Source: an optimization exercise on an open RTL-to-GDS flow (aim: small area and a short achievable clock period). Production flows keep margins and buffers that such runs may drop. Only simulation tests tie the RTL to the original design; equivalence was not proved. In every run shown here, the design's own scripts or RTL, not TritonCTS, make the clock network. The clock input has no modelled driver; a real chip could not lean on it and would need a root buffer or a full tree.

<file path="config.mk">
export PLATFORM = sky130hd
export DESIGN_NAME = int8_mac_tree
export DESIGN_NICKNAME = int8_mac_tree
export VERILOG_FILES = /design/flow/design.v
export SDC_FILE = /design/flow/constraint.sdc
export NUM_CORES = 4
export LEC_CHECK = 0
export CAP_MARGIN = 20
export CORE_MARGIN = 2
export CORE_UTILIZATION = 72
export SLEW_MARGIN = 20
export SYNTH_HIERARCHICAL = 1
export SYNTH_MINIMUM_KEEP_SIZE = 0
</file>
<file path="constraint.sdc">
create_clock -name core_clock -period 12.0 [get_ports {clk}]
set_input_delay 2.4000 -clock core_clock [delete_from_list [all_inputs] [get_ports {clk}]]
set_output_delay 2.4000 -clock core_clock [all_outputs]
set_load 0.01 [all_outputs]
</file>
<file path="design.v">
module multiplier_8bit (
    input signed [7:0] A,
    input signed [7:0] B,
    output signed [15:0] P
);
    wire pp1;
    assign pp1 = ~(A[0] & B[0]);
    wire pp2;
    assign pp2 = ~(A[0] & B[1]);
    wire pp3;
    assign pp3 = ~(A[0] & B[2]);
    wire pp4;
    assign pp4 = ~(A[0] & B[3]);
    wire pp5;
    assign pp5 = ~(A[0] & B[4]);
    wire pp6;
    assign pp6 = ~(A[0] & B[5]);
    wire pp7;
    assign pp7 = ~(A[0] & B[6]);
    wire pp8;
    assign pp8 = A[0] & B[7];
    wire pp9;
    assign pp9 = ~(A[1] & B[0]);
    wire pp10;
    assign pp10 = ~(A[1] & B[1]);
    wire pp11;
    assign pp11 = ~(A[1] & B[2]);
    wire pp12;
    assign pp12 = ~(A[1] & B[3]);
    wire pp13;
    assign pp13 = ~(A[1] & B[4]);
    wire pp14;
    assign pp14 = ~(A[1] & B[5]);
    wire pp15;
    assign pp15 = ~(A[1] & B[6]);
    wire pp16;
    assign pp16 = A[1] & B[7];
    wire pp17;
    assign pp17 = ~(A[2] & B[0]);
    wire pp18;
    assign pp18 = ~(A[2] & B[1]);
    wire pp19;
    assign pp19 = ~(A[2] & B[2]);
    wire pp20;
    assign pp20 = ~(A[2] & B[3]);
    wire pp21;
    assign pp21 = ~(A[2] & B[4]);
    wire pp22;
    assign pp22 = ~(A[2] & B[5]);
    wire pp23;
    assign pp23 = ~(A[2] & B[6]);
    wire pp24;
    assign pp24 = A[2] & B[7];
    wire pp25;
    assign pp25 = ~(A[3] & B[0]);
    wire pp26;
    assign pp26 = ~(A[3] & B[1]);
    wire pp27;
    assign pp27 = ~(A[3] & B[2]);
    wire pp28;
    assign pp28 = ~(A[3] & B[3]);
    wire pp29;
    assign pp29 = ~(A[3] & B[4]);
    wire pp30;
    assign pp30 = ~(A[3] & B[5]);
    wire pp31;
    assign pp31 = ~(A[3] & B[6]);
    wire pp32;
    assign pp32 = A[3] & B[7];
    wire pp33;
    assign pp33 = ~(A[4] & B[0]);
    wire pp34;
    assign pp34 = ~(A[4] & B[1]);
    wire pp35;
    assign pp35 = ~(A[4] & B[2]);
    wire pp36;
    assign pp36 = ~(A[4] & B[3]);
    wire pp37;
    assign pp37 = ~(A[4] & B[4]);
    wire pp38;
    assign pp38 = ~(A[4] & B[5]);
    wire pp39;
    assign pp39 = ~(A[4] & B[6]);
    wire pp40;
    assign pp40 = A[4] & B[7];
    wire pp41;
    assign pp41 = ~(A[5] & B[0]);
    wire pp42;
    assign pp42 = ~(A[5] & B[1]);
    wire pp43;
    assign pp43 = ~(A[5] & B[2]);
    wire pp44;
    assign pp44 = ~(A[5] & B[3]);
    wire pp45;
    assign pp45 = ~(A[5] & B[4]);
    wire pp46;
    assign pp46 = ~(A[5] & B[5]);
    wire pp47;
    assign pp47 = ~(A[5] & B[6]);
    wire pp48;
    assign pp48 = A[5] & B[7];
    wire pp49;
    assign pp49 = ~(A[6] & B[0]);
    wire pp50;
    assign pp50 = ~(A[6] & B[1]);
    wire pp51;
    assign pp51 = ~(A[6] & B[2]);
    wire pp52;
    assign pp52 = ~(A[6] & B[3]);
    wire pp53;
    assign pp53 = ~(A[6] & B[4]);
    wire pp54;
    assign pp54 = ~(A[6] & B[5]);
    wire pp55;
    assign pp55 = ~(A[6] & B[6]);
    wire pp56;
    assign pp56 = A[6] & B[7];
    wire pp57;
    assign pp57 = A[7] & B[0];
    wire pp58;
    assign pp58 = A[7] & B[1];
    wire pp59;
    assign pp59 = A[7] & B[2];
    wire pp60;
    assign pp60 = A[7] & B[3];
    wire pp61;
    assign pp61 = A[7] & B[4];
    wire pp62;
    assign pp62 = A[7] & B[5];
    wire pp63;
    assign pp63 = A[7] & B[6];
    wire pp64;
    assign pp64 = ~(A[7] & B[7]);
    wire s65;
    wire c66;
    xn_cell u67 (.a(pp7), .b(pp14), .y(s65));
    or_cell u68 (.a(pp7), .b(pp14), .y(c66));
    wire s69;
    wire c70;
    fa_cell u71 (.a(pp8), .b(pp15), .c(pp22), .s(s69), .co(c70));
    wire s72;
    wire c73;
    xn_cell u74 (.a(pp29), .b(pp36), .y(s72));
    or_cell u75 (.a(pp29), .b(pp36), .y(c73));
    wire s76;
    wire c77;
    ha_cell u78 (.a(pp16), .b(pp23), .s(s76), .co(c77));
    wire s79;
    wire c80;
    fa_cell u81 (.a(pp30), .b(pp37), .c(pp44), .s(s79), .co(c80));
    wire s82;
    wire c83;
    fa_cell u84 (.a(pp24), .b(pp31), .c(pp38), .s(s82), .co(c83));
    wire s85;
    wire c86;
    xn_cell u87 (.a(pp5), .b(pp12), .y(s85));
    or_cell u88 (.a(pp5), .b(pp12), .y(c86));
    wire s89;
    wire c90;
    fa_cell u91 (.a(pp6), .b(pp13), .c(pp20), .s(s89), .co(c90));
    wire s92;
    wire c93;
    xn_cell u94 (.a(pp27), .b(pp34), .y(s92));
    or_cell u95 (.a(pp27), .b(pp34), .y(c93));
    wire s96;
    wire c97;
    fa_cell u98 (.a(pp21), .b(pp28), .c(pp35), .s(s96), .co(c97));
    wire s99;
    wire c100;
    fa_cell u101 (.a(pp42), .b(pp49), .c(s65), .s(s99), .co(c100));
    wire s102;
    wire c103;
    fa_cell u104 (.a(pp43), .b(pp50), .c(pp57), .s(s102), .co(c103));
    wire s105;
    wire c106;
    fa_cell u107 (.a(c66), .b(s72), .c(s69), .s(s105), .co(c106));
    wire s108;
    wire c109;
    fa_cell u110 (.a(pp51), .b(pp58), .c(c73), .s(s108), .co(c109));
    wire s111;
    wire c112;
    fa_cell u113 (.a(s76), .b(c70), .c(s79), .s(s111), .co(c112));
    wire s114;
    wire c115;
    fa_cell u116 (.a(pp45), .b(pp52), .c(pp59), .s(s114), .co(c115));
    wire s117;
    wire c118;
    fa_cell u119 (.a(c77), .b(c80), .c(s82), .s(s117), .co(c118));
    wire s120;
    wire c121;
    fa_cell u122 (.a(pp32), .b(pp39), .c(pp46), .s(s120), .co(c121));
    wire s123;
    wire c124;
    fa_cell u125 (.a(pp53), .b(pp60), .c(c83), .s(s123), .co(c124));
    wire s126;
    wire c127;
    fa_cell u128 (.a(pp40), .b(pp47), .c(pp54), .s(s126), .co(c127));
    wire s129;
    wire c130;
    xn_cell u131 (.a(pp4), .b(pp11), .y(s129));
    or_cell u132 (.a(pp4), .b(pp11), .y(c130));
    wire s133;
    wire c134;
    fa_cell u135 (.a(pp19), .b(pp26), .c(pp33), .s(s133), .co(c134));
    wire s136;
    wire c137;
    fa_cell u138 (.a(pp41), .b(c86), .c(s92), .s(s136), .co(c137));
    wire s139;
    wire c140;
    fa_cell u141 (.a(c93), .b(c90), .c(s96), .s(s139), .co(c140));
    wire s142;
    wire c143;
    fa_cell u144 (.a(c97), .b(s102), .c(c100), .s(s142), .co(c143));
    wire s145;
    wire c146;
    fa_cell u147 (.a(c103), .b(s108), .c(c106), .s(s145), .co(c146));
    wire s148;
    wire c149;
    fa_cell u150 (.a(s114), .b(c109), .c(c112), .s(s148), .co(c149));
    wire s151;
    wire c152;
    fa_cell u153 (.a(c115), .b(s120), .c(s123), .s(s151), .co(c152));
    wire s154;
    wire c155;
    fa_cell u156 (.a(pp61), .b(c121), .c(s126), .s(s154), .co(c155));
    wire s157;
    wire c158;
    fa_cell u159 (.a(pp48), .b(pp55), .c(pp62), .s(s157), .co(c158));
    wire s160;
    wire c161;
    xn_cell u162 (.a(pp3), .b(pp10), .y(s160));
    or_cell u163 (.a(pp3), .b(pp10), .y(c161));
    wire s164;
    wire c165;
    fa_cell u166 (.a(pp18), .b(pp25), .c(s129), .s(s164), .co(c165));
    wire s167;
    wire c168;
    fa_cell u169 (.a(c130), .b(s85), .c(s133), .s(s167), .co(c168));
    wire s170;
    wire c171;
    fa_cell u172 (.a(c134), .b(s89), .c(s136), .s(s170), .co(c171));
    wire s173;
    wire c174;
    fa_cell u175 (.a(c137), .b(s99), .c(s139), .s(s173), .co(c174));
    wire s176;
    wire c177;
    fa_cell u178 (.a(c140), .b(s105), .c(s142), .s(s176), .co(c177));
    wire s179;
    wire c180;
    fa_cell u181 (.a(s111), .b(c143), .c(s145), .s(s179), .co(c180));
    wire s182;
    wire c183;
    fa_cell u184 (.a(s117), .b(c146), .c(s148), .s(s182), .co(c183));
    wire s185;
    wire c186;
    fa_cell u187 (.a(c118), .b(c149), .c(s151), .s(s185), .co(c186));
    wire s188;
    wire c189;
    fa_cell u190 (.a(c124), .b(s154), .c(c152), .s(s188), .co(c189));
    wire s191;
    wire c192;
    fa_cell u193 (.a(c127), .b(s157), .c(c155), .s(s191), .co(c192));
    wire s194;
    wire c195;
    fa_cell u196 (.a(pp56), .b(pp63), .c(c158), .s(s194), .co(c195));
    wire s197;
    wire c198;
    assign s197 = ~(pp2 ^ pp9);
    assign c198 = pp2 | pp9;
    wire s199;
    wire c200;
    fa_cell u201 (.a(c198), .b(pp17), .c(s160), .s(s199), .co(c200));
    wire s202;
    wire c203;
    fa_cell u204 (.a(c161), .b(c200), .c(s164), .s(s202), .co(c203));
    wire s205;
    wire c206;
    fa_cell u207 (.a(c165), .b(s167), .c(c203), .s(s205), .co(c206));
    wire s208;
    wire c209;
    fa_cell u210 (.a(c168), .b(s170), .c(c206), .s(s208), .co(c209));
    wire s211;
    wire c212;
    ha_cell u213 (.a(c171), .b(s173), .s(s211), .co(c212));
    wire s214;
    wire c215;
    ha_cell u216 (.a(c174), .b(s176), .s(s214), .co(c215));
    wire s217;
    wire c218;
    ha_cell u219 (.a(c177), .b(s179), .s(s217), .co(c218));
    wire s220;
    wire c221;
    ha_cell u222 (.a(c180), .b(s182), .s(s220), .co(c221));
    wire s223;
    wire c224;
    ha_cell u225 (.a(c183), .b(s185), .s(s223), .co(c224));
    wire s226;
    wire c227;
    ha_cell u228 (.a(c186), .b(s188), .s(s226), .co(c227));
    wire s229;
    wire c230;
    ha_cell u231 (.a(c189), .b(s191), .s(s229), .co(c230));
    wire s232;
    wire c233;
    ha_cell u234 (.a(c192), .b(s194), .s(s232), .co(c233));
    wire s235;
    wire c236;
    ha_cell u237 (.a(pp64), .b(c195), .s(s235), .co(c236));
    wire g238;
    wire p239;
    assign g238 = 1'b0 & 1'b1;
    assign p239 = 1'b0 ^ 1'b1;
    wire g240;
    assign g240 = c212 | (s211 & c209);
    wire G241;
    ao_cell u242 (.g(c215), .p(s214), .c(g240), .y(G241));
    wire P243;
    assign P243 = s214 & s211;
    wire G244;
    ao_cell u245 (.g(c221), .p(s220), .c(c218), .y(G244));
    wire P246;
    assign P246 = s220 & s217;
    wire G247;
    ao_cell u248 (.g(c227), .p(s226), .c(c224), .y(G247));
    wire P249;
    assign P249 = s226 & s223;
    wire G250;
    ao_cell u251 (.g(c233), .p(s232), .c(c230), .y(G250));
    wire P252;
    assign P252 = s232 & s229;
    wire G253;
    ao_cell u254 (.g(g238), .p(p239), .c(c236), .y(G253));
    wire P255;
    assign P255 = p239 & s235;
    wire G256;
    ao_cell u257 (.g(G244), .p(P246), .c(G241), .y(G256));
    wire P258;
    assign P258 = P246 & P243;
    wire G259;
    ao_cell u260 (.g(G250), .p(P252), .c(G247), .y(G259));
    wire P261;
    assign P261 = P252 & P249;
    wire G262;
    ao_cell u263 (.g(G259), .p(P261), .c(G256), .y(G262));
    wire P264;
    assign P264 = P261 & P258;
    wire G265;
    ao_cell u266 (.g(G247), .p(P249), .c(G256), .y(G265));
    wire P267;
    assign P267 = P249 & P258;
    wire G268;
    ao_cell u269 (.g(G253), .p(P255), .c(G262), .y(G268));
    wire P270;
    assign P270 = P255 & P264;
    wire G271;
    ao_cell u272 (.g(c218), .p(s217), .c(G241), .y(G271));
    wire P273;
    assign P273 = s217 & P243;
    wire G274;
    ao_cell u275 (.g(c224), .p(s223), .c(G256), .y(G274));
    wire P276;
    assign P276 = s223 & P258;
    wire G277;
    ao_cell u278 (.g(c230), .p(s229), .c(G265), .y(G277));
    wire P279;
    assign P279 = s229 & P267;
    wire G280;
    ao_cell u281 (.g(c236), .p(s235), .c(G262), .y(G280));
    wire P282;
    assign P282 = s235 & P264;
    wire sum283;
    assign sum283 = ~(s211 ^ c209);
    wire sum284;
    assign sum284 = ~(s214 ^ g240);
    wire sum285;
    assign sum285 = ~(s217 ^ G241);
    wire sum286;
    assign sum286 = ~(s220 ^ G271);
    wire sum287;
    assign sum287 = ~(s223 ^ G256);
    wire sum288;
    assign sum288 = ~(s226 ^ G274);
    wire sum289;
    assign sum289 = ~(s229 ^ G265);
    wire sum290;
    assign sum290 = ~(s232 ^ G277);
    wire sum291;
    assign sum291 = ~(s235 ^ G262);
    wire sum292;
    assign sum292 = ~(p239 ^ G280);
    assign P = {sum292, sum291, sum290, sum289, sum288, sum287, sum286, sum285, sum284, sum283, ~s208, ~s205, ~s202, ~s199, ~s197, ~pp1};
endmodule
module adder_16bit (
    input signed [15:0] A,
    input signed [15:0] B,
    input signed [15:0] C,
    input signed [15:0] D,
    output signed [17:0] S
);
    wire s1;
    wire c2;
    ha_cell u3 (.a(A[0]), .b(B[0]), .s(s1), .co(c2));
    wire s4;
    wire c5;
    fa_cell u6 (.a(A[1]), .b(B[1]), .c(C[1]), .s(s4), .co(c5));
    wire s7;
    wire c8;
    fa_cell u9 (.a(A[2]), .b(B[2]), .c(C[2]), .s(s7), .co(c8));
    wire s10;
    wire c11;
    fa_cell u12 (.a(A[3]), .b(B[3]), .c(C[3]), .s(s10), .co(c11));
    wire s13;
    wire c14;
    fa_cell u15 (.a(A[4]), .b(B[4]), .c(C[4]), .s(s13), .co(c14));
    wire s16;
    wire c17;
    fa_cell u18 (.a(A[5]), .b(B[5]), .c(C[5]), .s(s16), .co(c17));
    wire s19;
    wire c20;
    fa_cell u21 (.a(A[6]), .b(B[6]), .c(C[6]), .s(s19), .co(c20));
    wire s22;
    wire c23;
    fa_cell u24 (.a(A[7]), .b(B[7]), .c(C[7]), .s(s22), .co(c23));
    wire s25;
    wire c26;
    fa_cell u27 (.a(A[8]), .b(B[8]), .c(C[8]), .s(s25), .co(c26));
    wire s28;
    wire c29;
    fa_cell u30 (.a(A[9]), .b(B[9]), .c(C[9]), .s(s28), .co(c29));
    wire s31;
    wire c32;
    fa_cell u33 (.a(A[10]), .b(B[10]), .c(C[10]), .s(s31), .co(c32));
    wire s34;
    wire c35;
    fa_cell u36 (.a(A[11]), .b(B[11]), .c(C[11]), .s(s34), .co(c35));
    wire s37;
    wire c38;
    fa_cell u39 (.a(A[12]), .b(B[12]), .c(C[12]), .s(s37), .co(c38));
    wire s40;
    wire c41;
    fa_cell u42 (.a(A[13]), .b(B[13]), .c(C[13]), .s(s40), .co(c41));
    wire s43;
    wire c44;
    fa_cell u45 (.a(A[14]), .b(B[14]), .c(C[14]), .s(s43), .co(c44));
    wire s46;
    wire c47;
    fa_cell u48 (.a(~A[15]), .b(~B[15]), .c(~C[15]), .s(s46), .co(c47));
    wire s49;
    wire c50;
    ha_cell u51 (.a(C[0]), .b(D[0]), .s(s49), .co(c50));
    wire s52;
    wire c53;
    fa_cell u54 (.a(D[1]), .b(c2), .c(s4), .s(s52), .co(c53));
    wire s55;
    wire c56;
    fa_cell u57 (.a(D[2]), .b(c5), .c(s7), .s(s55), .co(c56));
    wire s58;
    wire c59;
    fa_cell u60 (.a(D[3]), .b(c8), .c(s10), .s(s58), .co(c59));
    wire s61;
    wire c62;
    fa_cell u63 (.a(D[4]), .b(c11), .c(s13), .s(s61), .co(c62));
    wire s64;
    wire c65;
    fa_cell u66 (.a(D[5]), .b(c14), .c(s16), .s(s64), .co(c65));
    wire s67;
    wire c68;
    fa_cell u69 (.a(D[6]), .b(c17), .c(s19), .s(s67), .co(c68));
    wire s70;
    wire c71;
    fa_cell u72 (.a(D[7]), .b(c20), .c(s22), .s(s70), .co(c71));
    wire s73;
    wire c74;
    fa_cell u75 (.a(D[8]), .b(c23), .c(s25), .s(s73), .co(c74));
    wire s76;
    wire c77;
    fa_cell u78 (.a(D[9]), .b(c26), .c(s28), .s(s76), .co(c77));
    wire s79;
    wire c80;
    fa_cell u81 (.a(D[10]), .b(c29), .c(s31), .s(s79), .co(c80));
    wire s82;
    wire c83;
    fa_cell u84 (.a(D[11]), .b(c32), .c(s34), .s(s82), .co(c83));
    wire s85;
    wire c86;
    fa_cell u87 (.a(D[12]), .b(c35), .c(s37), .s(s85), .co(c86));
    wire s88;
    wire c89;
    fa_cell u90 (.a(D[13]), .b(c38), .c(s40), .s(s88), .co(c89));
    wire s91;
    wire c92;
    fa_cell u93 (.a(D[14]), .b(c41), .c(s43), .s(s91), .co(c92));
    wire s94;
    wire c95;
    fa_cell u96 (.a(~D[15]), .b(c44), .c(s46), .s(s94), .co(c95));
    wire s97;
    wire c98;
    ha_cell u99 (.a(s1), .b(s49), .s(s97), .co(c98));
    wire s100;
    wire c101;
    ha_cell u102 (.a(c50), .b(s52), .s(s100), .co(c101));
    wire s103;
    wire c104;
    ha_cell u105 (.a(c53), .b(s55), .s(s103), .co(c104));
    wire s106;
    wire c107;
    ha_cell u108 (.a(c56), .b(s58), .s(s106), .co(c107));
    wire s109;
    wire c110;
    ha_cell u111 (.a(c59), .b(s61), .s(s109), .co(c110));
    wire s112;
    wire c113;
    ha_cell u114 (.a(c62), .b(s64), .s(s112), .co(c113));
    wire s115;
    wire c116;
    ha_cell u117 (.a(c65), .b(s67), .s(s115), .co(c116));
    wire s118;
    wire c119;
    ha_cell u120 (.a(c68), .b(s70), .s(s118), .co(c119));
    wire s121;
    wire c122;
    ha_cell u123 (.a(c71), .b(s73), .s(s121), .co(c122));
    wire s124;
    wire c125;
    ha_cell u126 (.a(c74), .b(s76), .s(s124), .co(c125));
    wire s127;
    wire c128;
    ha_cell u129 (.a(c77), .b(s79), .s(s127), .co(c128));
    wire s130;
    wire c131;
    ha_cell u132 (.a(c80), .b(s82), .s(s130), .co(c131));
    wire s133;
    wire c134;
    ha_cell u135 (.a(c83), .b(s85), .s(s133), .co(c134));
    wire s136;
    wire c137;
    ha_cell u138 (.a(c86), .b(s88), .s(s136), .co(c137));
    wire s139;
    wire c140;
    ha_cell u141 (.a(c89), .b(s91), .s(s139), .co(c140));
    wire s142;
    wire c143;
    ha_cell u144 (.a(c92), .b(s94), .s(s142), .co(c143));
    wire s145;
    wire c146;
    ha_cell u147 (.a(c47), .b(c95), .s(s145), .co(c146));
    wire g148;
    wire p149;
    assign g148 = 1'b1 & 1'b0;
    assign p149 = 1'b1 ^ 1'b0;
    wire G150;
    ao_cell u151 (.g(c101), .p(s100), .c(c98), .y(G150));
    wire P152;
    assign P152 = s100 & s97;
    wire G153;
    ao_cell u154 (.g(c107), .p(s106), .c(c104), .y(G153));
    wire P155;
    assign P155 = s106 & s103;
    wire G156;
    ao_cell u157 (.g(c113), .p(s112), .c(c110), .y(G156));
    wire P158;
    assign P158 = s112 & s109;
    wire G159;
    ao_cell u160 (.g(c119), .p(s118), .c(c116), .y(G159));
    wire P161;
    assign P161 = s118 & s115;
    wire G162;
    ao_cell u163 (.g(c125), .p(s124), .c(c122), .y(G162));
    wire P164;
    assign P164 = s124 & s121;
    wire G165;
    ao_cell u166 (.g(c131), .p(s130), .c(c128), .y(G165));
    wire P167;
    assign P167 = s130 & s127;
    wire G168;
    ao_cell u169 (.g(c137), .p(s136), .c(c134), .y(G168));
    wire P170;
    assign P170 = s136 & s133;
    wire G171;
    ao_cell u172 (.g(c143), .p(s142), .c(c140), .y(G171));
    wire P173;
    assign P173 = s142 & s139;
    wire G174;
    ao_cell u175 (.g(g148), .p(p149), .c(c146), .y(G174));
    wire P176;
    assign P176 = p149 & s145;
    wire G177;
    ao_cell u178 (.g(c104), .p(s103), .c(G150), .y(G177));
    wire P179;
    assign P179 = s103 & P152;
    wire G180;
    ao_cell u181 (.g(G153), .p(P155), .c(G150), .y(G180));
    wire P182;
    assign P182 = P155 & P152;
    wire G183;
    ao_cell u184 (.g(c116), .p(s115), .c(G156), .y(G183));
    wire P185;
    assign P185 = s115 & P158;
    wire G186;
    ao_cell u187 (.g(G159), .p(P161), .c(G156), .y(G186));
    wire P188;
    assign P188 = P161 & P158;
    wire G189;
    ao_cell u190 (.g(c128), .p(s127), .c(G162), .y(G189));
    wire P191;
    assign P191 = s127 & P164;
    wire G192;
    ao_cell u193 (.g(G165), .p(P167), .c(G162), .y(G192));
    wire P194;
    assign P194 = P167 & P164;
    wire G195;
    ao_cell u196 (.g(c140), .p(s139), .c(G168), .y(G195));
    wire P197;
    assign P197 = s139 & P170;
    wire G198;
    ao_cell u199 (.g(G171), .p(P173), .c(G168), .y(G198));
    wire P200;
    assign P200 = P173 & P170;
    wire G201;
    ao_cell u202 (.g(c110), .p(s109), .c(G180), .y(G201));
    wire P203;
    assign P203 = s109 & P182;
    wire G204;
    ao_cell u205 (.g(G156), .p(P158), .c(G180), .y(G204));
    wire P206;
    assign P206 = P158 & P182;
    wire G207;
    ao_cell u208 (.g(G183), .p(P185), .c(G180), .y(G207));
    wire P209;
    assign P209 = P185 & P182;
    wire G210;
    ao_cell u211 (.g(G186), .p(P188), .c(G180), .y(G210));
    wire P212;
    assign P212 = P188 & P182;
    wire G213;
    ao_cell u214 (.g(c134), .p(s133), .c(G192), .y(G213));
    wire P215;
    assign P215 = s133 & P194;
    wire G216;
    ao_cell u217 (.g(G168), .p(P170), .c(G192), .y(G216));
    wire P218;
    assign P218 = P170 & P194;
    wire G219;
    ao_cell u220 (.g(G195), .p(P197), .c(G192), .y(G219));
    wire P221;
    assign P221 = P197 & P194;
    wire G222;
    ao_cell u223 (.g(G198), .p(P200), .c(G192), .y(G222));
    wire P224;
    assign P224 = P200 & P194;
    wire G225;
    ao_cell u226 (.g(c122), .p(s121), .c(G210), .y(G225));
    wire P227;
    assign P227 = s121 & P212;
    wire G228;
    ao_cell u229 (.g(G162), .p(P164), .c(G210), .y(G228));
    wire P230;
    assign P230 = P164 & P212;
    wire G231;
    ao_cell u232 (.g(G189), .p(P191), .c(G210), .y(G231));
    wire P233;
    assign P233 = P191 & P212;
    wire G234;
    ao_cell u235 (.g(G192), .p(P194), .c(G210), .y(G234));
    wire P236;
    assign P236 = P194 & P212;
    wire G237;
    ao_cell u238 (.g(G213), .p(P215), .c(G210), .y(G237));
    wire P239;
    assign P239 = P215 & P212;
    wire G240;
    ao_cell u241 (.g(G216), .p(P218), .c(G210), .y(G240));
    wire P242;
    assign P242 = P218 & P212;
    wire G243;
    ao_cell u244 (.g(G219), .p(P221), .c(G210), .y(G243));
    wire P245;
    assign P245 = P221 & P212;
    wire G246;
    ao_cell u247 (.g(G222), .p(P224), .c(G210), .y(G246));
    wire P248;
    assign P248 = P224 & P212;
    wire G249;
    ao_cell u250 (.g(c146), .p(s145), .c(G246), .y(G249));
    wire P251;
    assign P251 = s145 & P248;
    wire G252;
    ao_cell u253 (.g(G174), .p(P176), .c(G246), .y(G252));
    wire P254;
    assign P254 = P176 & P248;
    wire sum255;
    assign sum255 = s100 ^ c98;
    wire sum256;
    assign sum256 = s103 ^ G150;
    wire sum257;
    assign sum257 = s106 ^ G177;
    wire sum258;
    assign sum258 = s109 ^ G180;
    wire sum259;
    assign sum259 = s112 ^ G201;
    wire sum260;
    assign sum260 = s115 ^ G204;
    wire sum261;
    assign sum261 = s118 ^ G207;
    wire sum262;
    assign sum262 = s121 ^ G210;
    wire sum263;
    assign sum263 = s124 ^ G225;
    wire sum264;
    assign sum264 = s127 ^ G228;
    wire sum265;
    assign sum265 = s130 ^ G231;
    wire sum266;
    assign sum266 = s133 ^ G234;
    wire sum267;
    assign sum267 = s136 ^ G237;
    wire sum268;
    assign sum268 = s139 ^ G240;
    wire sum269;
    assign sum269 = s142 ^ G243;
    wire sum270;
    assign sum270 = s145 ^ G246;
    wire sum271;
    assign sum271 = p149 ^ G249;
    assign S = {sum271, sum270, sum269, sum268, sum267, sum266, sum265, sum264, sum263, sum262, sum261, sum260, sum259, sum258, sum257, sum256, sum255, s97};
endmodule
module xn_cell (
    input a,
    input b,
    output y
);
    assign y = ~(a ^ b);
endmodule
module or_cell (
    input a,
    input b,
    output y
);
    assign y = a | b;
endmodule
module fa_cell (
    input a,
    input b,
    input c,
    output s,
    output co
);
    assign s = a ^ b ^ c;
    assign co = (a & b) | (a & c) | (b & c);
endmodule
module ha_cell (
    input a,
    input b,
    output s,
    output co
);
    assign s = a ^ b;
    assign co = a & b;
endmodule
module ao_cell (
    input g,
    input p,
    input c,
    output y
);
    assign y = g | (p & c);
endmodule
module hac_cell (
    input a,
    input b,
    output s,
    output co
);
    assign s = ~(a ^ b);
    assign co = a | b;
endmodule
module adder_18bit (
    input signed [17:0] A,
    input signed [17:0] B,
    output signed [18:0] S
);
    wire s1;
    wire c2;
    ha_cell u3 (.a(A[0]), .b(B[0]), .s(s1), .co(c2));
    wire s4;
    wire c5;
    ha_cell u6 (.a(A[1]), .b(B[1]), .s(s4), .co(c5));
    wire s7;
    wire c8;
    ha_cell u9 (.a(A[2]), .b(B[2]), .s(s7), .co(c8));
    wire s10;
    wire c11;
    ha_cell u12 (.a(A[3]), .b(B[3]), .s(s10), .co(c11));
    wire s13;
    wire c14;
    ha_cell u15 (.a(A[4]), .b(B[4]), .s(s13), .co(c14));
    wire s16;
    wire c17;
    ha_cell u18 (.a(A[5]), .b(B[5]), .s(s16), .co(c17));
    wire s19;
    wire c20;
    ha_cell u21 (.a(A[6]), .b(B[6]), .s(s19), .co(c20));
    wire s22;
    wire c23;
    ha_cell u24 (.a(A[7]), .b(B[7]), .s(s22), .co(c23));
    wire s25;
    wire c26;
    ha_cell u27 (.a(A[8]), .b(B[8]), .s(s25), .co(c26));
    wire s28;
    wire c29;
    ha_cell u30 (.a(A[9]), .b(B[9]), .s(s28), .co(c29));
    wire s31;
    wire c32;
    ha_cell u33 (.a(A[10]), .b(B[10]), .s(s31), .co(c32));
    wire s34;
    wire c35;
    ha_cell u36 (.a(A[11]), .b(B[11]), .s(s34), .co(c35));
    wire s37;
    wire c38;
    ha_cell u39 (.a(A[12]), .b(B[12]), .s(s37), .co(c38));
    wire s40;
    wire c41;
    ha_cell u42 (.a(A[13]), .b(B[13]), .s(s40), .co(c41));
    wire s43;
    wire c44;
    ha_cell u45 (.a(A[14]), .b(B[14]), .s(s43), .co(c44));
    wire s46;
    wire c47;
    ha_cell u48 (.a(A[15]), .b(B[15]), .s(s46), .co(c47));
    wire s49;
    wire c50;
    ha_cell u51 (.a(A[16]), .b(B[16]), .s(s49), .co(c50));
    wire s52;
    wire c53;
    ha_cell u54 (.a(A[17]), .b(B[17]), .s(s52), .co(c53));
    wire s55;
    wire c56;
    ha_cell u57 (.a(A[17]), .b(B[17]), .s(s55), .co(c56));
    wire G58;
    ao_cell u59 (.g(c5), .p(s4), .c(c2), .y(G58));
    wire P60;
    assign P60 = s4 & s1;
    wire G61;
    ao_cell u62 (.g(c11), .p(s10), .c(c8), .y(G61));
    wire P63;
    assign P63 = s10 & s7;
    wire G64;
    ao_cell u65 (.g(c17), .p(s16), .c(c14), .y(G64));
    wire P66;
    assign P66 = s16 & s13;
    wire G67;
    ao_cell u68 (.g(c23), .p(s22), .c(c20), .y(G67));
    wire P69;
    assign P69 = s22 & s19;
    wire G70;
    ao_cell u71 (.g(c29), .p(s28), .c(c26), .y(G70));
    wire P72;
    assign P72 = s28 & s25;
    wire G73;
    ao_cell u74 (.g(c35), .p(s34), .c(c32), .y(G73));
    wire P75;
    assign P75 = s34 & s31;
    wire G76;
    ao_cell u77 (.g(c41), .p(s40), .c(c38), .y(G76));
    wire P78;
    assign P78 = s40 & s37;
    wire G79;
    ao_cell u80 (.g(c47), .p(s46), .c(c44), .y(G79));
    wire P81;
    assign P81 = s46 & s43;
    wire G82;
    ao_cell u83 (.g(c53), .p(s52), .c(c50), .y(G82));
    wire P84;
    assign P84 = s52 & s49;
    wire G85;
    ao_cell u86 (.g(G61), .p(P63), .c(G58), .y(G85));
    wire P87;
    assign P87 = P63 & P60;
    wire G88;
    ao_cell u89 (.g(G67), .p(P69), .c(G64), .y(G88));
    wire P90;
    assign P90 = P69 & P66;
    wire G91;
    ao_cell u92 (.g(G73), .p(P75), .c(G70), .y(G91));
    wire P93;
    assign P93 = P75 & P72;
    wire G94;
    ao_cell u95 (.g(G79), .p(P81), .c(G76), .y(G94));
    wire P96;
    assign P96 = P81 & P78;
    wire G97;
    ao_cell u98 (.g(G88), .p(P90), .c(G85), .y(G97));
    wire P99;
    assign P99 = P90 & P87;
    wire G100;
    ao_cell u101 (.g(G94), .p(P96), .c(G91), .y(G100));
    wire P102;
    assign P102 = P96 & P93;
    wire G103;
    ao_cell u104 (.g(G100), .p(P102), .c(G97), .y(G103));
    wire P105;
    assign P105 = P102 & P99;
    wire G106;
    ao_cell u107 (.g(G91), .p(P93), .c(G97), .y(G106));
    wire P108;
    assign P108 = P93 & P99;
    wire G109;
    ao_cell u110 (.g(G64), .p(P66), .c(G85), .y(G109));
    wire P111;
    assign P111 = P66 & P87;
    wire G112;
    ao_cell u113 (.g(G70), .p(P72), .c(G97), .y(G112));
    wire P114;
    assign P114 = P72 & P99;
    wire G115;
    ao_cell u116 (.g(G76), .p(P78), .c(G106), .y(G115));
    wire P117;
    assign P117 = P78 & P108;
    wire G118;
    ao_cell u119 (.g(G82), .p(P84), .c(G103), .y(G118));
    wire P120;
    assign P120 = P84 & P105;
    wire G121;
    ao_cell u122 (.g(c8), .p(s7), .c(G58), .y(G121));
    wire P123;
    assign P123 = s7 & P60;
    wire G124;
    ao_cell u125 (.g(c14), .p(s13), .c(G85), .y(G124));
    wire P126;
    assign P126 = s13 & P87;
    wire G127;
    ao_cell u128 (.g(c20), .p(s19), .c(G109), .y(G127));
    wire P129;
    assign P129 = s19 & P111;
    wire G130;
    ao_cell u131 (.g(c26), .p(s25), .c(G97), .y(G130));
    wire P132;
    assign P132 = s25 & P99;
    wire G133;
    ao_cell u134 (.g(c32), .p(s31), .c(G112), .y(G133));
    wire P135;
    assign P135 = s31 & P114;
    wire G136;
    ao_cell u137 (.g(c38), .p(s37), .c(G106), .y(G136));
    wire P138;
    assign P138 = s37 & P108;
    wire G139;
    ao_cell u140 (.g(c44), .p(s43), .c(G115), .y(G139));
    wire P141;
    assign P141 = s43 & P117;
    wire G142;
    ao_cell u143 (.g(c50), .p(s49), .c(G103), .y(G142));
    wire P144;
    assign P144 = s49 & P105;
    wire G145;
    ao_cell u146 (.g(c56), .p(s55), .c(G118), .y(G145));
    wire P147;
    assign P147 = s55 & P120;
    wire sum148;
    assign sum148 = s4 ^ c2;
    wire sum149;
    assign sum149 = s7 ^ G58;
    wire sum150;
    assign sum150 = s10 ^ G121;
    wire sum151;
    assign sum151 = s13 ^ G85;
    wire sum152;
    assign sum152 = s16 ^ G124;
    wire sum153;
    assign sum153 = s19 ^ G109;
    wire sum154;
    assign sum154 = s22 ^ G127;
    wire sum155;
    assign sum155 = s25 ^ G97;
    wire sum156;
    assign sum156 = s28 ^ G130;
    wire sum157;
    assign sum157 = s31 ^ G112;
    wire sum158;
    assign sum158 = s34 ^ G133;
    wire sum159;
    assign sum159 = s37 ^ G106;
    wire sum160;
    assign sum160 = s40 ^ G136;
    wire sum161;
    assign sum161 = s43 ^ G115;
    wire sum162;
    assign sum162 = s46 ^ G139;
    wire sum163;
    assign sum163 = s49 ^ G103;
    wire sum164;
    assign sum164 = s52 ^ G142;
    wire sum165;
    assign sum165 = s55 ^ G118;
    assign S = {sum165, sum164, sum163, sum162, sum161, sum160, sum159, sum158, sum157, sum156, sum155, sum154, sum153, sum152, sum151, sum150, sum149, sum148, s1};
endmodule
module int8_mac_tree (
    input clk,  
    input reset,  
    input signed [7:0] in0,
    input signed [7:0] in1,
    input signed [7:0] in2,
    input signed [7:0] in3,
    input signed [7:0] in4,
    input signed [7:0] in5,
    input signed [7:0] in6,
    input signed [7:0] in7,
    input signed [7:0] in8,
    input signed [7:0] in9,
    input signed [7:0] in10,
    input signed [7:0] in11,
    input signed [7:0] in12,
    input signed [7:0] in13,
    input signed [7:0] in14,
    input signed [7:0] in15,
    output signed [31:0] out,
    output reg signed [15:0] prod0, prod1, prod2, prod3, prod4, prod5, prod6, prod7,
    output signed [17:0] sum_level2_0, sum_level2_1
);
    wire signed [15:0] p0, p1, p2, p3, p4, p5, p6, p7;
    multiplier_8bit mul0 (.A(in0),  .B(in1),  .P(p0));
    multiplier_8bit mul1 (.A(in2),  .B(in3),  .P(p1));
    multiplier_8bit mul2 (.A(in4),  .B(in5),  .P(p2));
    multiplier_8bit mul3 (.A(in6),  .B(in7),  .P(p3));
    multiplier_8bit mul4 (.A(in8),  .B(in9),  .P(p4));
    multiplier_8bit mul5 (.A(in10), .B(in11), .P(p5));
    multiplier_8bit mul6 (.A(in12), .B(in13), .P(p6));
    multiplier_8bit mul7 (.A(in14), .B(in15), .P(p7));
    always @(posedge clk or posedge reset) begin
        if (reset) begin
            prod0 <= 16'h0; prod1 <= 16'h0; prod2 <= 16'h0; prod3 <= 16'h0;
            prod4 <= 16'h0; prod5 <= 16'h0; prod6 <= 16'h0; prod7 <= 16'h0;
        end else begin
            prod0 <= p0; prod1 <= p1; prod2 <= p2; prod3 <= p3;
            prod4 <= p4; prod5 <= p5; prod6 <= p6; prod7 <= p7;
        end
    end
    adder_16bit sum0 (.A(prod0), .B(prod1), .C(prod2), .D(prod3), .S(sum_level2_0));
    adder_16bit sum1 (.A(prod4), .B(prod5), .C(prod6), .D(prod7), .S(sum_level2_1));
    reg signed [18:0] out_r;
    wire signed [18:0] out_sum;
    adder_18bit add_final (.A(sum_level2_0), .B(sum_level2_1), .S(out_sum));
    always @(posedge clk or posedge reset) begin
        if (reset)
            out_r <= 19'h0;
        else
            out_r <= out_sum;
    end
    assign out = out_r;
endmodule
</file>
<file path="flow/run.sh">
#!/bin/bash
# Standard layout with three changes:
# - the port buffers are made from a plain buffer cell instead of the delay
#   buffer buffer_ports picks on its own;
# - timing repair aims at a setup slack of 6.0 ns;
# - after CTS, flow/mycts.tcl rebuilds the clock tree with two levels of
#   clkbuf_16 (the clock port drives four of them), see that file.
set -euo pipefail
export BUFFER_PORTS_ARGS="-buffer_cell sky130_fd_sc_hd__buf_1"
export POST_CTS_TCL="$PWD/flow/mycts.tcl"
bash standard.sh SETUP_SLACK_MARGIN=6.0 finish > standard.log 2>&1
</file>
<file path="flow/mycts.tcl">
# Replace the clock tree that CTS built with a two-level tree: the clock port
# drives four clkbuf_16 buffers directly, each of them drives the leaf clkbuf_16
# buffers of its group, and each leaf buffer feeds the flip-flops of one cluster.
# The clusters come from k-means on the flip-flop locations, then a capacitated
# reassignment so that every leaf drives about the same number of flip-flops
# (and every top buffer the same number of leaves), which keeps the skew small.
# Runs as the POST CTS step hook, inside ORFS cts.tcl.
# ORFS sources this file inside a procedure; run it at global level.
uplevel #0 {
set nleaf 8
if { [info exists ::env(MYCTS_LEAVES)] } { set nleaf $::env(MYCTS_LEAVES) }
set block [ord::get_db_block]
set db [ord::get_db]
set clknet [[$block findBTerm clk] getNet]
puts "mycts: clock port net [$clknet getName] with [llength [$clknet getITerms]] loads"
set bufmaster [$db findMaster sky130_fd_sc_hd__clkbuf_16]

# Walk the clock tree from the port: buffers to remove and the sinks they feed.
set sinks {}
set oldbufs {}
set oldnets {}
proc walk { net } {
  global sinks oldbufs oldnets
  foreach it [$net getITerms] {
    if { [$it isOutputSignal] } { continue }
    set inst [$it getInst]
    set m [[$inst getMaster] getName]
    if { [string match "sky130_fd_sc_hd__clkbuf_*" $m] || [string match "sky130_fd_sc_hd__buf_*" $m] } {
      lappend oldbufs $inst
      foreach ot [$inst getITerms] {
        if { [$ot isOutputSignal] && [$ot getNet] != "NULL" } {
          lappend oldnets [$ot getNet]
          walk [$ot getNet]
        }
      }
    } else {
      lappend sinks $it
    }
  }
}
walk $clknet
puts "mycts: [llength $oldbufs] clock buffers, [llength $sinks] sinks"
# Loads that drive nothing are CTS's dummy loads: removed with the tree.
set ffs {}
set dummies {}
foreach it $sinks {
  set inst [$it getInst]
  set m [[$inst getMaster] getName]
  if { [string match "sky130_fd_sc_hd__df*" $m] } {
    lappend ffs $it
    continue
  }
  foreach ot [$inst getITerms] {
    if { [$ot isOutputSignal] && [$ot getNet] != "NULL" } { error "mycts: unexpected clock sink $m" }
  }
  lappend dummies $inst
}
puts "mycts: [llength $ffs] flip-flops, [llength $dummies] dummy loads"
set sinks $ffs

# Sink locations (centre of the flip-flop).
set pts {}
foreach it $sinks {
  set bb [[$it getInst] getBBox]
  lappend pts [list [expr {([$bb xMin] + [$bb xMax]) / 2.0}] [expr {([$bb yMin] + [$bb yMax]) / 2.0}]]
}
proc kmeans { pts nk } {
  set n [llength $pts]
  set cx 0; set cy 0
  foreach p $pts { set cx [expr {$cx + [lindex $p 0]}]; set cy [expr {$cy + [lindex $p 1]}] }
  set cx [expr {$cx / $n}]; set cy [expr {$cy / $n}]
  set cent {}
  for {set k 0} {$k < $nk} {incr k} {
    set a [expr {2 * 3.14159265 * ($k + 0.5) / $nk}]
    lappend cent [list [expr {$cx + 30000 * cos($a)}] [expr {$cy + 30000 * sin($a)}]]
  }
  for {set iter 0} {$iter < 50} {incr iter} {
    set asg {}
    foreach p $pts {
      set best 0; set bd 1e30
      for {set k 0} {$k < $nk} {incr k} {
        set c [lindex $cent $k]
        set d [expr {abs([lindex $p 0] - [lindex $c 0]) + abs([lindex $p 1] - [lindex $c 1])}]
        if { $d < $bd } { set bd $d; set best $k }
      }
      lappend asg $best
    }
    set newc {}
    for {set k 0} {$k < $nk} {incr k} {
      set sx 0; set sy 0; set cnt 0
      foreach p $pts a $asg {
        if { $a == $k } { set sx [expr {$sx + [lindex $p 0]}]; set sy [expr {$sy + [lindex $p 1]}]; incr cnt }
      }
      if { $cnt > 0 } { lappend newc [list [expr {$sx / $cnt}] [expr {$sy / $cnt}]] } else { lappend newc [lindex $cent $k] }
    }
    set cent $newc
  }
  # Balance: capacitated greedy assignment by distance, then new centres.
  set cap [expr {int(ceil(double($n) / $nk))}]
  for {set iter 0} {$iter < 10} {incr iter} {
    set pairs {}
    set i 0
    foreach p $pts {
      for {set k 0} {$k < $nk} {incr k} {
        set c [lindex $cent $k]
        lappend pairs [list [expr {abs([lindex $p 0] - [lindex $c 0]) + abs([lindex $p 1] - [lindex $c 1])}] $i $k]
      }
      incr i
    }
    set pairs [lsort -real -index 0 $pairs]
    set asg [lrepeat $n -1]
    set cnt [lrepeat $nk 0]
    foreach pr $pairs {
      lassign $pr d i k
      if { [lindex $asg $i] >= 0 || [lindex $cnt $k] >= $cap } { continue }
      lset asg $i $k
      lset cnt $k [expr {[lindex $cnt $k] + 1}]
    }
    set newc {}
    for {set k 0} {$k < $nk} {incr k} {
      set sx 0; set sy 0; set c 0
      foreach p $pts a $asg {
        if { $a == $k } { set sx [expr {$sx + [lindex $p 0]}]; set sy [expr {$sy + [lindex $p 1]}]; incr c }
      }
      if { $c > 0 } { lappend newc [list [expr {$sx / $c}] [expr {$sy / $c}]] } else { lappend newc [lindex $cent $k] }
    }
    set cent $newc
  }
  return [list $cent $asg]
}
lassign [kmeans $pts $nleaf] cent asg
set ntop 4
lassign [kmeans $cent $ntop] tcent tasg

# Remove the old tree.
foreach it $sinks { $it disconnect }
foreach inst $dummies { odb::dbInst_destroy $inst }
foreach inst $oldbufs { odb::dbInst_destroy $inst }
foreach net $oldnets { odb::dbNet_destroy $net }

# Build the new one: the port drives the top buffers, each top buffer drives
# the leaf buffers of its group, each leaf buffer drives its flip-flops.
proc mkbuf { name c innet } {
  global block bufmaster
  set inst [odb::dbInst_create $block $bufmaster $name]
  set net [odb::dbNet_create $block "net_$name"]
  $net setSigType CLOCK
  $inst setLocation [expr {int([lindex $c 0])}] [expr {int([lindex $c 1])}]
  $inst setPlacementStatus PLACED
  [$inst findITerm A] connect $innet
  [$inst findITerm X] connect $net
  return $net
}
set topnets {}
for {set t 0} {$t < $ntop} {incr t} {
  lappend topnets [mkbuf "clktop_$t" [lindex $tcent $t] $clknet]
}
for {set k 0} {$k < $nleaf} {incr k} {
  set net [mkbuf "clkleaf_$k" [lindex $cent $k] [lindex $topnets [lindex $tasg $k]]]
  set cnt 0
  foreach it $sinks a $asg {
    if { $a == $k } { $it connect $net; incr cnt }
  }
  puts "mycts: leaf $k (top [lindex $tasg $k]) drives $cnt sinks"
}
detailed_placement
estimate_parasitics -placement

# Timing repair with the new tree, as cts.tcl does after CTS.
repair_timing_helper
detailed_placement
check_placement -verbose

}
</file>
<file path="standard.sh">
#!/bin/bash
# synth_recipe.tcl (not shown) runs the flow's synth.tcl, then flattens the netlist and writes it again
# the make line also repeats each setting of config.mk as NAME=value (left out here)
make -C /OpenROAD-flow-scripts/flow DESIGN_CONFIG=/design/flow/config.mk WORK_HOME=/design/flow/orfs CLKGATE_MAP_FILE= SYNTH_SCRIPT=/design/flow/synth_recipe.tcl "${@:-finish}"
</file>
==> flow_summary_export.csv, run 1 <==
group,metric,value,unit
sta,slew_headroom,0.367,
worst_setup_path,r2r_slack,7480,ps
route,wl_per_cell,20.8,um
final_layout,finish.instance_area,0.0215,mm^2
route,drc,0,
clock_tree,path_clk_slew,80,ps
worst_hold_path,min_path_type,"reg2reg",
logic_synthesis,synth-seq-cells,147,
final_layout,layout-drive-gt1-share,0.0473,
logic_synthesis,netlist_area,0.0206,mm^2
logic_synthesis,syn_nets,2567,
worst_setup_path,crit_path_end_kind,"flop",
logic_synthesis,yosysTopAreaCellShare,0.362,
worst_setup_path,worstReg2RegStart,"prod4[3]",
final_layout,nets,2729,
die,start_util,0.737,
worst_setup_path,crit_type,"in2reg",
global_route,first_global_vias,15242,
global_route,grt_first_pass_wirelength,82600,um
global_route,grt-busiest-layer,"met2",
worst_setup_path,worstPathRequired,12160,ps
die,die_x,173,um
sta,min_period_over_period,0.493,
placed_design,place.gp.congestion,0.994,
worst_setup_path,cp_num_buf_inv,2,
route,routed_wirelength,50900,um
placed_design,placed_cell_area,0.0210,mm^2
sta,tns,0,ps
logic_synthesis,syn_inst,1912,
worst_setup_path,crit_start,"in3[0]",
route,dr.pass1.iters,5,
sta,post-route-min-period,5920,ps
route,drt_iter0_markers,999,
final_layout,regArea,0.00368,mm^2
die,die-area,0.0300,mm^2
placed_design,dp_slack,5730,ps
sta,grt_setup_unrepaired,"yes",
logic_synthesis,synth_warnings,7,
final_layout,nFillCells,1906,
worst_setup_path,crit_path_max_fanout,8,
sta,hold_viol,0,
final_layout,multi_input_area,0.0154,mm^2
global_route,met1_usage,0.497,
global_route,grt_start_max_net_pins,78,
route,ant_nets,0,
placed_design,portBuffers,325,
global_route,met2_usage,0.559,
global_route,grt_overflow,0,
clock_tree,clock_insertion_delay_worst_skew,290,ps
placed_design,dp.final_hpwl,42600,um
worst_hold_path,hp-start,"prod3[0]",
worst_setup_path,slowest_delay,450,ps
status,outcome,"complete, no violations",
global_route,grt_usage,0.357,
sta,fin_hold_ws,792,ps
die,dieHeight,173,um
sta,fmax,169,MHz
final_layout,synthToLayoutAreaGrowth,4.24,%
worst_setup_path,cp_slowest_cell,"fa_1",
route,via_count,14302,
route,viasPerCell,5.84,
clock_tree,clkSinkCount,147,
worst_setup_path,r2r-end,"out_r[18]",
sta,setup_viol,0,
sta,worst_slew_pin_slew,949,ps
global_route,use_met3,0.0785,
flow_run,maxCapViolCount,0,
worst_setup_path,rr_worst_depth,15,
logic_synthesis,avgSynthCellArea,10.8,um^2
sta,worst_slack,6080,ps
die,placementRows,61,
global_route,antenna_found_initial,2,
worst_setup_path,start_kind,"input port",
die,coreArea,0.0279,mm^2
logic_synthesis,synth_cell_types,20,
sta,drv_slew,0,
logic_synthesis,synth_area_leader_cell,"fa_1",
logic_synthesis,synth.area.top_cells,"fa_1, dfrtp_1, ha_1, a21o_1, nand2_1",
worst_setup_path,cp_top_family,"adder cells",
worst_hold_path,hold_depth,3,
sta,final.setup_skew,22.0,ps
die,io_pins,326,
worst_hold_path,hold-path-endpoint,"out_r[0]",
logic_synthesis,yosysSeqAreaShare,0.179,
worst_setup_path,arrival,6090,ps
worst_setup_path,crit_chain,"buf_1, and2_1, ha_1, inv_1, fa_1, fa_1, fa_1, fa_1, ha_1, or2_4, a21o_1, a21o_1, a21o_1, a21o_1, xnor2_1",
[Yosys stat by module (local to each module, per instance)]
module / area [um^2] / copies in the design
int8_mac_tree: 3780 / 1
multiplier_8bit: 537 / 8
adder_16bit: 408 / 2
adder_18bit: 382 / 1
fa_cell: 20.0 / 372
ha_cell: 12.5 / 137
xn_cell: 8.76 / 48
ao_cell: 7.51 / 191
or_cell: 6.26 / 48
[layout make-up]
cell class	count	share of cell area
well taps	378	0.0220
repair buffers	328	0.0625
multi-input cells	1524	0.719
inverters	61	0.0108
plain buffers	12	0.0140
diodes	1	0.000117
flip-flops and latches	147	0.171
[flip-flops by register name, indices dropped and copies added, names as in the netlist]
register / flops
prod1: 16
out_r: 19
prod2: 16
prod7: 16
prod0: 16
prod5: 16
prod6: 16
prod3: 16
prod4: 16
[worst max path at each step]
stage | endpoint | slack [ps] | cells after the start
after detailed placement | prod2[13] | 5730 | 14
after global routing | prod2[13] | 5980 | 13
final | prod1[13] | 6080 | 15
after floorplan | prod0[13] | 6120 | 14
after global placement | prod1[13] | 5820 | 15
[per-layer routing]
layer	routed length, um	up-vias
li1	-	6228
met1	20400	7264
met2	23900	687
met3	4390	123
met4	2230	0
met5	0	-
[placed cells by master (no fill, tap or decap)]
| cell type | instances |
|---|---|
| or2_4 | 8 |
| fa_1 | 372 |
| and2b_1 | 2 |
| a21o_2 | 1 |
| xor2_2 | 3 |
| buf_1 | 264 |
| buf_4 | 3 |
| xnor2_2 | 8 |
| a21o_1 | 190 |
| clkbuf_2 | 51 |
| diode_2 | 1 |
| buf_16 | 1 |
| and3_1 | 10 |
| nor2b_1 | 2 |
| xor2_1 | 47 |
| and4_1 | 4 |
| or2_1 | 48 |
| nand4_1 | 2 |
| and2_2 | 1 |
| xnor2_1 | 104 |
| clkinvlp_4 | 1 |
| ha_1 | 153 |
| nand2_1 | 376 |
| clkbuf_16 | 12 |
| dfrtp_1 | 147 |
| and2_1 | 193 |
| inv_1 | 60 |
| buf_2 | 9 |
[per-stage QoR]
stage          cells   util
6_report        2451  0.768
5_1_grt         2450  0.768
3_5_place_dp    2437  0.753
3_3_place_gp    2437  0.753
2_1_floorplan   1912      -
[synthesized netlist by cell type]
cell type	count
nand2_1	376
fa_1	372
and2_1	193
a21o_1	191
ha_1	153
buf_4	148
dfrtp_1	147
xnor2_1	104
inv_1	61
xor2_1	50
or2_1	48
buf_2	32
and3_1	10
or2_4	8
xnor2_2	8
and4_1	4
and2b_1	2
nand4_1	2
nor2b_1	2
and2_2	1
[logic make-up after synthesis]
kind of cell / share of synthesized area
compound gates: 0.0696
fa+ha+maj: 0.455
simple gates: 0.152
flops: 0.179
xor+xnor: 0.0718
buf+inv: 0.0729
[worst min-delay path, delay by kind of cell, from the launching register on]
family	cells	cell delay (ps)
flip-flops	1	360
adder cells (fa/ha/maj)	3	400
==> run 2: changes to the inputs <==
==> flow/run.sh (replaced) <==
#!/bin/bash
# Standard layout with three changes:
# - the port buffers are made from a plain buffer cell instead of the delay
#   buffer buffer_ports picks on its own;
# - timing repair aims at a setup slack of 6.1 ns;
# - after CTS, flow/mycts.tcl rebuilds the clock tree with two levels of
#   clkbuf_16 (the clock port drives four of them), see that file.
set -euo pipefail
export BUFFER_PORTS_ARGS="-buffer_cell sky130_fd_sc_hd__buf_1"
export POST_CTS_TCL="$PWD/flow/mycts.tcl"
bash standard.sh SETUP_SLACK_MARGIN=6.1 finish > standard.log 2>&1
--- a/config.mk
+++ b/config.mk
@@ -9,4 +9,5 @@
 export CORE_MARGIN = 2
 export CORE_UTILIZATION = 72
+export PLACE_DENSITY = 0.75
 export SLEW_MARGIN = 20
 export SYNTH_HIERARCHICAL = 1
==> flow_summary_export.csv, run 2 <==
group,metric,value,unit
status,outcome,"complete, no violations",
placed_design,placed_cells,2437,
worst_setup_path,worstPathRequired,12170,ps
route,routed_wirelength,51400,um
worst_setup_path,r2r-end,"out_r[15]",
sta,worst_slew_pin_slew,966,ps
worst_setup_path,rr_worst_depth,16,
logic_synthesis,synth_warnings,7,
logic_synthesis,avgSynthCellArea,10.8,um^2
clock_tree,path_clk_slew,80,ps
route,wl_per_cell,20.9,um
global_route,antenna_found_initial,2,
placed_design,dp.final_hpwl,42600,um
worst_setup_path,start_kind,"input port",
die,die-area,0.0300,mm^2
die,coreArea,0.0279,mm^2
logic_synthesis,netlist_top_cells_count,"nand2_1, fa_1, and2_1, a21o_1, ha_1",
clock_tree,clock_insertion_delay_worst_skew,300,ps
worst_hold_path,hold-path-endpoint,"out_r[0]",
sta,tns,0,ps
sta,final.setup_skew,24.7,ps
die,dieHeight,173,um
logic_synthesis,synth.area.top_cells,"fa_1, dfrtp_1, ha_1, a21o_1, nand2_1",
route,ant_nets,0,
worst_setup_path,crit_type,"in2reg",
worst_hold_path,hold_depth,3,
placed_design,place.gp.congestion,0.994,
logic_synthesis,netlist_area,0.0206,mm^2
route,viasPerCell,5.83,
die,die_x,173,um
sta,min_period_over_period,0.484,
final_layout,final_common_cell,"nand2_1",
final_layout,fin_cells,2460,
logic_synthesis,yosysMostFrequentCell,"nand2_1",
sta,slew_headroom,0.356,
die,io_pins,326,
logic_synthesis,syn_nets,2567,
die,start_util,0.737,
logic_synthesis,synth_edf_count,0,
worst_setup_path,crit_path_end_kind,"flop",
route,dr.pass1.iters,6,
final_layout,nets,2739,
worst_setup_path,crit_path_max_fanout,8,
final_layout,synthToLayoutAreaGrowth,5.21,%
route,drt_iter0_markers,1007,
final_layout,n_antenna_cell,0,
logic_synthesis,synth_area_leader_cell,"fa_1",
global_route,grt_usage,0.362,
logic_synthesis,yosysSeqAreaShare,0.179,
final_layout,largest_register_ffs,19,
worst_setup_path,slowest_delay,530,ps
global_route,grt_overflow,0,
worst_hold_path,hp-start,"prod3[0]",
logic_synthesis,synth_async_sr_flop_share,1.00,
sta,fmax,172,MHz
worst_hold_path,min_path_type,"reg2reg",
worst_setup_path,crit_chain,"buf_1, nand2_1, fa_1, fa_1, fa_1, fa_1, ha_1, or2_4, a21o_1, a21o_1, a21o_1, a21o_1, xnor2_1",
sta,drv_slew,0,
worst_setup_path,r2r_slack,7470,ps
flow_run,maxCapViolCount,0,
logic_synthesis,synth-seq-cells,147,
route,via_count,14352,
worst_setup_path,arrival,5970,ps
global_route,grt_start_max_net_pins,78,
sta,grt_setup_unrepaired,"yes",
logic_synthesis,ys.flop_type,"dfrtp_1",
logic_synthesis,syn_inst,1912,
route,drc,0,
global_route,grt_first_pass_wirelength,83600,um
final_layout,layout-drive-gt1-share,0.0720,
sta,post-route-min-period,5800,ps
final_layout,final_cell_mix,"nand2_1, fa_1, buf_1",
placed_design,portBuffers,325,
sta,setup_viol,0,
logic_synthesis,synth_cell_types,20,
final_layout,top_register,"out_r",
worst_setup_path,cp_slowest_cell,"fa_1",
global_route,first_global_vias,15345,
sta,hold_viol,0,
clock_tree,clkSinkCount,147,
worst_setup_path,worstReg2RegStart,"prod5[1]",
die,placementRows,61,
logic_synthesis,yosysTopAreaCellShare,0.362,
## run 2: kinds of logic (layout without fill, tap and decap cells)
kind of cell    count (synthesis)  after routing  synth area share
flops                         147            147             0.179
fa+ha+maj                     525            525             0.455
simple gates                  646            646             0.152
xor+xnor                      162            162            0.0718
compound gates                191            192            0.0696
buf+inv                       241            410            0.0729
## run 2: layout make-up
type,instances,area (um^2)
flip-flops and latches,147,3680
inverters,61,233
repair buffers,337,1470
plain buffers,12,300
multi-input cells,1525,15500
fillers,1860,6270
well taps,378,473
## run 2: how the worst max path moves through the flow
| stage | from | to | slack [ps] |
|---|---|---|---|
| 6_report | in2[3] | prod1[13] | 6200 |
| 5_1_grt | in4[4] | prod2[13] | 6050 |
| 3_5_place_dp | in5[2] | prod2[13] | 5730 |
| 3_3_place_gp | in3[1] | prod1[13] | 5820 |
| 2_1_floorplan | in0[2] | prod0[13] | 6120 |
## run 2: modules after synthesis, one instance, submodules excluded, excerpt
| module | copies in the design | cell area (um^2) |
|---|---|---|
| or_cell | 48 | 6.26 |
| multiplier_8bit | 8 | 537 |
| fa_cell | 372 | 20.0 |
| adder_18bit | 1 | 382 |
| ha_cell | 137 | 12.5 |
| xn_cell | 48 | 8.76 |
| int8_mac_tree | 1 | 3780 |
## run 2: per-layer routing
| layer | vias up | part of all wire | global-route usage |
|---|---|---|---|
| met5 | - | 0 | 0 |
| met4 | 0 | 0.040 | 0.126 |
| met3 | 119 | 0.092 | 0.0805 |
| met2 | 692 | 0.47 | 0.573 |
| met1 | 7292 | 0.40 | 0.501 |
| li1 | 6249 | - | - |
## run 2: worst max-delay path: cells and delay by family
kind                       cells  cell delay, ps
AOI/OAI and AO/OA              4             770
xor gates and xnor gates       1             120
adders and majority gates      5            2000
buffers and inverters          1             280
and+or+nand+nor                2             390
## run 2: per-stage QoR
step	util	hold WS, ps	setup slack (ps)	cell area, um^2
final	0.775	790	6200	21700
after global routing	0.775	856	6050	21700
after detailed placement	0.753	773	5730	21000
after global placement	0.753	763	5820	21000
after floorplan	-	953	6120	20600
==> run 3: changes to the inputs <==
--- a/config.mk
+++ b/config.mk
@@ -9,5 +9,4 @@
 export CORE_MARGIN = 2
 export CORE_UTILIZATION = 72
-export PLACE_DENSITY = 0.75
 export SLEW_MARGIN = 20
 export SYNTH_HIERARCHICAL = 1
==> flow_summary_export.csv, run 3 <==
group,metric,value,unit
status,outcome,"complete, no violations",
die,dieHeight,173,um
worst_setup_path,start_kind,"input port",
worst_setup_path,crit_type,"in2reg",
final_layout,largest_register_ffs,19,
logic_synthesis,synth.area.top_cells,"fa_1, dfrtp_1, ha_1, a21o_1, nand2_1",
logic_synthesis,synth_async_sr_flop_share,1.00,
worst_hold_path,min_path_type,"reg2reg",
sta,final.setup_skew,24.7,ps
sta,worst_slew_pin_slew,966,ps
final_layout,finish.instance_area,0.0217,mm^2
logic_synthesis,netlist_top_cells_count,"nand2_1, fa_1, and2_1, a21o_1, ha_1",
route,dr.pass1.iters,6,
final_layout,n_antenna_cell,0,
flow_run,maxCapViolCount,0,
worst_setup_path,worstPathRequired,12170,ps
worst_setup_path,crit_path_max_fanout,8,
logic_synthesis,netlist_area,0.0206,mm^2
route,via_count,14352,
logic_synthesis,syn_nets,2567,
logic_synthesis,yosysTopAreaCellShare,0.362,
logic_synthesis,synth-seq-cells,147,
final_layout,layout-drive-gt1-share,0.0720,
final_layout,synthToLayoutAreaGrowth,5.21,%
logic_synthesis,avgSynthCellArea,10.8,um^2
final_layout,final_common_cell,"nand2_1",
route,drt_iter0_markers,1007,
die,placementRows,61,
final_layout,final_cell_mix,"nand2_1, fa_1, buf_1",
worst_setup_path,cp_num_buf_inv,1,
sta,post-route-min-period,5800,ps
logic_synthesis,yosysMostFrequentCell,"nand2_1",
clock_tree,path_clk_slew,80,ps
global_route,grt_start_max_net_pins,78,
placed_design,dp.final_hpwl,42600,um
worst_setup_path,cp_top_family,"adder cells",
final_layout,multi_input_area,0.0155,mm^2
final_layout,nets,2739,
placed_design,placed_cell_area,0.0210,mm^2
worst_setup_path,crit_path_end_kind,"flop",
placed_design,portBuffers,325,
sta,grt_setup_unrepaired,"yes",
sta,slew_headroom,0.356,
global_route,antenna_found_initial,2,
sta,drv_slew,0,
die,coreArea,0.0279,mm^2
worst_setup_path,crit_chain,"buf_1, nand2_1, fa_1, fa_1, fa_1, fa_1, ha_1, or2_4, a21o_1, a21o_1, a21o_1, a21o_1, xnor2_1",
logic_synthesis,synth_area_leader_cell,"fa_1",
worst_setup_path,cp_slowest_cell,"fa_1",
final_layout,nFillCells,1860,
logic_synthesis,synth_edf_count,0,
die,start_util,0.737,
clock_tree,clkSinkCount,147,
logic_synthesis,synth_warnings,7,
worst_setup_path,arrival,5970,ps
logic_synthesis,yosysSeqAreaShare,0.179,
global_route,first_global_vias,15345,
die,die_x,173,um
logic_synthesis,syn_inst,1912,
die,die-area,0.0300,mm^2
sta,min_period_over_period,0.484,
placed_design,place.gp.congestion,0.994,
route,wl_per_cell,20.9,um
sta,tns,0,ps
die,io_pins,326,
global_route,grt_usage,0.362,
final_layout,top_register,"out_r",
final_layout,regArea,0.00368,mm^2
clock_tree,clock_insertion_delay_worst_skew,300,ps
route,routed_wirelength,51400,um
logic_synthesis,synth_cell_types,20,
global_route,grt_first_pass_wirelength,83600,um
route,viasPerCell,5.83,
sta,hold_viol,0,
global_route,grt_overflow,0,
sta,fmax,172,MHz
route,ant_nets,0,
final_layout,fin_util,0.775,
route,drc,0,
logic_synthesis,ys.flop_type,"dfrtp_1",
worst_setup_path,slowest_delay,530,ps
placed_design,dp_slack,5730,ps
sta,worst_slack,6200,ps
sta,setup_viol,0,
-- run 3: cell counts after synthesis --
No cell type changed its count.
-- run 3: layout make-up --
| type | count | share of cell area |
|---|---|---|
| multi-input combinational | 1525 | 0.716 |
| sequential | 147 | 0.170 |
| timing repair buffer | 337 | 0.0679 |
| tap | 378 | 0.0218 |
| buffer | 12 | 0.0139 |
| inverter | 61 | 0.0107 |
-- run 3: cells by family after synthesis --
family / count (synthesis) / share of synthesized area
AO/OA/AOI/OAI: 191 / 0.0696
XOR/XNOR: 162 / 0.0718
adder cells (fa/ha/maj): 525 / 0.455
buffers and inverters: 241 / 0.0729
flip-flops: 147 / 0.179
AND/OR/NAND/NOR: 646 / 0.152
-- run 3: per-module statistics from Yosys (local to each module, per instance) --
module	flops+latches	cells
ao_cell	0	1
multiplier_8bit	0	99
int8_mac_tree	147	161
fa_cell	0	1
ha_cell	0	1
adder_16bit	0	57
or_cell	0	1
xn_cell	0	1
adder_18bit	0	49
-- run 3: worst paths after layout --
kind	startpoint	end	slack, ps	depth (start not counted)
max	in2[3]	prod1[13]	6200	13
min	prod3[0]	out_r[0]	790	3
max reg2reg	prod5[1]	out_r[15]	7470	16
min reg2reg	prod3[0]	out_r[0]	790	3
max in group asynchronous	reset	out_r[8]	8410	5
min in group asynchronous	reset	prod4[15]	2390	3
-- run 3: through the flow --
step / cells / hold slack [ps]
floorplan: 1912 / 953
global placement: 2437 / 763
detailed placement: 2437 / 773
global route: 2460 / 856
finish: 2460 / 790
-- run 3: worst register-to-register path, delay by kind of cell (launching register included) --
family | cells | cell delay [ps]
compound gates | 7 | 1450
xor+xnor | 2 | 400
simple gates | 2 | 340
flops | 1 | 430
buf+inv | 1 | 160
fa+ha+maj | 4 | 1630
-- run 3: metal layers --
layer	routed length [um]	share of wire	track usage	up-vias
met3	4710	0.092	0.0805	119
met1	20300	0.40	0.501	7292
li1	-	-	-	6249
met5	0	0	0	-
met2	24300	0.47	0.573	692
met4	2050	0.040	0.126	0

## separate check: timing with driven ports
Ports are ideal in the flow. The routed layouts listed here were re-timed in OpenROAD.
Step 1 assumes that a clkbuf_16 drives the clock port and a buf_2 every other input.
Step 2 adds t to the input delays and takes it off the output delays; t is the mean of the earliest and latest rising clock arrival at the registers after step 1. Input paths then give back, and output paths get back, about the clock's delay inside the block.
Slacks: ideal / step 1 / step 2; pairs: ideal / step 1.
run	t, ns	slack for setup (ns)	worst register clock-pin slew, ns
run 1	0.386	6.080 / 6.033 / 5.773	0.09 / 0.09
run 2	0.383	6.196 / 6.114 / 5.886	0.10 / 0.10
run 3	0.383	6.196 / 6.114 / 5.886	0.10 / 0.10
After both steps every run listed still meets setup and hold.
